What follows belongs to an exercise in optimizing a design on an open flow for small area; a production flow would make more cautious choices. No activity file was given, so power comes from the tool's default toggle rates.

Setup of run A:
==> flow/design.v <==
module uart_rx (
    input  wire        clk,
    input  wire        rst_n,
    input  wire        rx,
    output wire        m_valid,
    output reg  [15:0] m_data
);
    localparam IDLE = 2'b00, START = 2'b01, DATA = 2'b10, STOP = 2'b11;
    reg [1:0] state;
    reg [8:0] c_clocks;
    reg [2:0] c_bits;
    reg       c_words;
    wire c_zero = (c_clocks == 9'd0);
    always @(posedge clk or negedge rst_n) begin
        if (!rst_n) begin
            state    <= IDLE;
            c_clocks <= 9'd0;
            c_bits   <= 3'd0;
            c_words  <= 1'b0;
            m_data   <= 16'd0;
        end else begin
            case (state)
                IDLE: if (!rx) begin
                        state    <= START;
                        c_clocks <= 9'd216;
                    end
                START: if (c_zero) begin
                        state    <= DATA;
                        c_clocks <= 9'd433;
                    end else c_clocks <= c_clocks - 9'd1;
                DATA: if (c_zero) begin
                        c_clocks <= 9'd433;
                        m_data   <= {rx, m_data[15:1]};
                        c_bits   <= c_bits + 3'd1;
                        if (c_bits == 3'd7) begin
                            state   <= STOP;
                            c_words <= !c_words;
                        end
                    end else c_clocks <= c_clocks - 9'd1;
                STOP: if (c_zero) state <= IDLE;
                      else c_clocks <= c_clocks - 9'd1;
            endcase
        end
    end
    assign m_valid = (state == STOP) && (c_clocks == 9'd433) && !c_words;
endmodule
module pwm_9ch (
    input  wire        clk,
    input  wire        rst_n,
    input  wire        rx_valid,
    input  wire [15:0] rx_data,
    output reg  [3:0]  pkt_count,
    output reg  [8:0]  pwm_out
);
    reg [15:0] counter;
    reg [15:0] pend;
    reg [15:0] slot [0:8];
    reg [3:0]  ph;
    reg        f1, f2, ip;
    wire [8:0] phs, qs;
    genvar j;
    generate
        for (j = 0; j < 9; j = j + 1) begin : dec
            assign phs[j] = (ph == j);
            assign qs[j]  = (pkt_count == ((j + 2) % 9));
        end
    endgenerate
    wire inj = ip && |(phs & {qs[0], qs[1], qs[2], qs[3], qs[4], qs[5], qs[6], qs[7], qs[8]});
    always @(posedge clk or negedge rst_n) begin
        if (!rst_n) begin
            counter   <= 16'd0;
            pkt_count <= 4'd0;
            f1        <= 1'b1;
            f2        <= 1'b1;
            ip        <= 1'b0;
        end else begin
            counter <= counter + 16'd1;
            if (rx_valid) begin
                ip <= 1'b1;
                if (pkt_count == 4'd8) begin
                    pkt_count <= 4'd0;
                    f1        <= 1'b0;
                end else begin
                    pkt_count <= pkt_count + 4'd1;
                end
                if (!f1 && pkt_count == 4'd0)
                    f2 <= 1'b0;
            end else if (inj) begin
                ip <= 1'b0;
            end
        end
    end
    always @(posedge clk)
        ph <= (ph == 4'd8) ? 4'd0 : ph + 4'd1;
    always @(posedge clk) begin
        slot[0] <= inj ? pend : slot[8];
        if (inj)
            pend <= rx_data;
    end
    genvar s;
    generate
        for (s = 1; s < 9; s = s + 1) begin : ring
            always @(posedge clk)
                slot[s] <= slot[s - 1];
        end
    endgenerate
    wire [8:0] eq;
    generate
        for (s = 0; s < 9; s = s + 1) begin : cmp
            assign eq[s] = (counter == slot[s]);
        end
    endgenerate
    wire cnt_zero = (counter == 16'd0);
    wire lt_pend  = (counter < pend);
    genvar k;
    generate
        for (k = 0; k < 9; k = k + 1) begin : ch
            wire win = ip && qs[k];
            wire zero;
            if (k == 8) begin : z8
                assign zero = f2;
            end else begin : zk
                assign zero = f1 && (pkt_count < (k + 2));
            end
            wire [8:0] eqr = {eq, eq} >> k;
            wire hit = |(phs & eqr);
            always @(posedge clk or negedge rst_n) begin
                if (!rst_n)
                    pwm_out[k] <= 1'b0;
                else if (win)
                    pwm_out[k] <= !zero && lt_pend;
                else
                    pwm_out[k] <= !zero && (cnt_zero || pwm_out[k]) && !hit;
            end
        end
    endgenerate
endmodule
module sev_seg_decorder(
    input  [3:0] digit,
    output [6:0] seg
);
  assign seg[0] = (~digit[3]&~digit[2]&~digit[1]&digit[0]) | (~digit[3]&digit[2]&~digit[1]&~digit[0]) | (digit[3]&digit[2]&~digit[1]&digit[0]) | (digit[3]&~digit[2]&digit[1]&digit[0]);
  assign seg[1] = (~digit[3]&digit[2]&~digit[1]&digit[0]) | (digit[3]&digit[2]&~digit[0]) | (digit[2]&digit[1]&~digit[0]) | (digit[3]&digit[1]&digit[0]);
  assign seg[2] = (digit[3]&digit[2]&digit[1]) | (~digit[3]&~digit[2]&digit[1]&~digit[0]) | (digit[3]&digit[2]&~digit[0]);
  assign seg[3] = (~digit[3]&~digit[2]&~digit[1]&digit[0]) | (~digit[3]&digit[2]&~digit[1]&~digit[0]) | (digit[3]&~digit[2]&digit[1]&~digit[0]) | (digit[2]&digit[1]&digit[0]);
  assign seg[4] = (~digit[3]&digit[0]) | (~digit[2]&~digit[1]&digit[0]) | (~digit[3]&digit[2]&~digit[1]);
  assign seg[5] = (~digit[3]&~digit[2]&digit[0]) | (~digit[3]&~digit[2]&digit[1]) | (digit[3]&digit[2]&~digit[1]&digit[0]) | (~digit[3]&digit[1]&digit[0]);
  assign seg[6] = (~digit[3]&~digit[2]&~digit[1]) | (digit[3]&digit[2]&~digit[1]&~digit[0]) | (~digit[3]&digit[2]&digit[1]&digit[0]);
endmodule
module uart_pwm_top (
    input  wire       clk,
    input  wire       rst_n,
    input  wire       uart_rx,
    output wire [8:0] pwm_out,
    output wire [6:0] seg0,
    output wire [6:0] seg1,
    output wire [6:0] seg2,
    output wire [6:0] seg3,
    output wire [3:0] pkt_count
);
    wire        rx_valid;
    wire [15:0] rx_data;
    uart_rx uart_rx_inst (
        .clk(clk), .rst_n(rst_n), .rx(uart_rx),
        .m_data(rx_data), .m_valid(rx_valid)
    );
    pwm_9ch pwm_inst (
        .clk(clk), .rst_n(rst_n),
        .rx_valid(rx_valid), .rx_data(rx_data),
        .pkt_count(pkt_count), .pwm_out(pwm_out)
    );
    sev_seg_decorder seg_inst0 (.digit(rx_data[3:0]),   .seg(seg0));
    sev_seg_decorder seg_inst1 (.digit(rx_data[7:4]),   .seg(seg1));
    sev_seg_decorder seg_inst2 (.digit(rx_data[11:8]),  .seg(seg2));
    sev_seg_decorder seg_inst3 (.digit(rx_data[15:12]), .seg(seg3));
endmodule
Settings: LEC_CHECK=0, CAP_MARGIN=20, CORE_MARGIN=2, CORE_UTILIZATION=40, CTS_BUF_LIST=sky130_fd_sc_hd__clkbuf_2, SLEW_MARGIN=20; clock period 20.0 ns.
run.sh (not shown) runs the stock make flow with config.mk's settings and CLKGATE_MAP_FILE= SYNTH_SCRIPT=/design/flow/synth_recipe.tcl, a recipe that flattens the netlist after the stock synthesis.
diff inputs: run A => run B
- CTS_BUF_LIST removed (was sky130_fd_sc_hd__clkbuf_2)
Findings:
Run B vs. run A: total power went up by about 23%. Looking at run A and run B, the area share of buffers outside the clock network is a wash. In the tables for run A and run B, tightest hold margin reads higher with run B. Run B -> run A: max-cap violation count delta 0, exact match. The first-pass GRT wire length of run B is lower than that of run A. Every run in the comparison, run A and run B, completed the flow with a clean layout. The lower combined global-route utilization of all metal layers came out of run B. The lower final area of run A and run B is in run A. Going from run A to run B, endpoint arrival time on the critical path moved down, number of vias per cell moved up. Diff run A..run B | depth of the worst register-to-register path | unchanged.
### run B -> run C
==> flow/flow/run.sh (new file) <==
#!/bin/bash
# Layout flow: the standard flow (standard.sh), with two changes.
#  1. Synthesis runs ORFS's own scripts, except that ABC maps for area
#     (flow/abc_area.script in place of abc_speed.script) and Yosys's
#     adder extraction is off (ADDER_MAP_FILE empty), so ABC sees all the
#     logic. Registers are mapped before ABC, exactly as in the standard
#     synthesis.
#  2. Ports are buffered with sky130_fd_sc_hd__buf_1.
# Each step's full output goes to its own log file in this folder.
set -euo pipefail
W=$(pwd)

mkdir -p "$W/scripts_area"
for f in "$FLOW_HOME"/scripts/*; do
  ln -sf "$f" "$W/scripts_area/"
done
rm -f "$W/scripts_area/abc_speed.script"
cp "$W/flow/abc_area.script" "$W/scripts_area/abc_speed.script"

bash standard.sh "SCRIPTS_DIR=$W/scripts_area" "ADDER_MAP_FILE=" synth > "$W/synth.log" 2>&1

bash standard.sh "BUFFER_PORTS_ARGS=-buffer_cell sky130_fd_sc_hd__buf_1" finish > "$W/layout.log" 2>&1
==> flow/flow/abc_area.script (new file) <==
&get -n
&st
&dch
&nf -a -R 1000
&put
topo
dnsize
==> flow/standard.sh (new file) <==
#!/bin/bash
# synth_recipe.tcl (not shown) runs the flow's synth.tcl, then flattens the netlist and writes it again
# the make line also repeats each setting of config.mk as NAME=value (left out here)
make -C /OpenROAD-flow-scripts/flow DESIGN_CONFIG=/design/flow/config.mk WORK_HOME=/design/flow/orfs CLKGATE_MAP_FILE= SYNTH_SCRIPT=/design/flow/synth_recipe.tcl "${@:-finish}"
removed: flow/run.sh
--- outcome ---
Run C ended with every stage complete and zero timing, DRC or antenna violations.
Clock distribution area overhead in the final layout ended up 0.81 points higher on run C than on run B.
Fmax: run C above run B
Against run B, run C comes in 0.011 mW lower on total net switching power.
[compare] base=run B new=run C: die footprint lower, number of global-route vias before repair lower.
Here is what was changed in the inputs of run D compared with run C.
--- a/flow/flow/run.sh
+++ b/flow/flow/run.sh
@@ -22 +22,2 @@
-bash standard.sh "BUFFER_PORTS_ARGS=-buffer_cell sky130_fd_sc_hd__buf_1" finish > "$W/layout.log" 2>&1
+bash standard.sh "BUFFER_PORTS_ARGS=-buffer_cell sky130_fd_sc_hd__buf_1" \
+  "CTS_ARGS=-sink_clustering_enable -repair_clock_nets -buf_list sky130_fd_sc_hd__clkbuf_2 -dont_use_dummy_load" finish > "$W/layout.log" 2>&1
Notes after the runs:
Run D reached the final stage; the timing, DRC and antenna checks on its layout passed.
Compared with run C, run D ends up with less cell area.
Run D against run C: combinational group share of total power flat, sequential cell area share up 2.7 points, area fraction in compound gates after synthesis flat.
Comparing hold slack for run C and run D, the smaller number came from run D.
Run C and run D ended up with roughly the same register area.
Number of global-route vias before repair was lower in run C than in run D.
Run D ended up with a higher fraction of power spent switching nets than run C did.
Mean number of vias per cell: run C vs run D — no meaningful difference
Function was not checked in any run of this note: the RTL went through the layout flow alone.

afterwards: timing with drivers on the ports:
The flow's constraints put no driver on any port. The routed layouts listed below were extracted and timed again, unchanged, in two steps. Step 1 (the two cells are an assumption about what drives the block):
set clk [get_ports {clk}]
set_driving_cell -lib_cell sky130_fd_sc_hd__clkbuf_16 $clk
set_driving_cell -lib_cell sky130_fd_sc_hd__buf_2 [delete_from_list [all_inputs] $clk]
Step 2 adds t to the input delays and takes it off the output delays; t is the mean of the earliest and latest rising clock arrival at the registers after step 1. Input paths then give back, and output paths get back, about the clock's delay inside the block. Slacks: ideal / step 1 / step 2; pairs: ideal / step 1.
run | shift t [ns] | setup WS [ns] | hold WS [ns] | clock arrival spread, ns | worst register clock-pin slew, ns
run A | 0.886 | 13.255 / 13.216 / 14.102 | 0.282 / 0.282 / 0.282 | 0.108 / 0.108 | 0.12 / 0.12
run B | 0.569 | 13.581 / 13.534 / 14.103 | 0.338 / 0.338 / 0.338 | 0.030 / 0.030 | 0.07 / 0.07
run C | 0.556 | 13.910 / 13.864 / 14.420 | 0.360 / 0.360 / 0.360 | 0.008 / 0.008 | 0.06 / 0.06
run D | 0.815 | 13.583 / 13.545 / 14.360 | 0.245 / 0.245 / 0.245 | 0.144 / 0.144 | 0.10 / 0.10
After both steps every run listed still meets setup and hold.
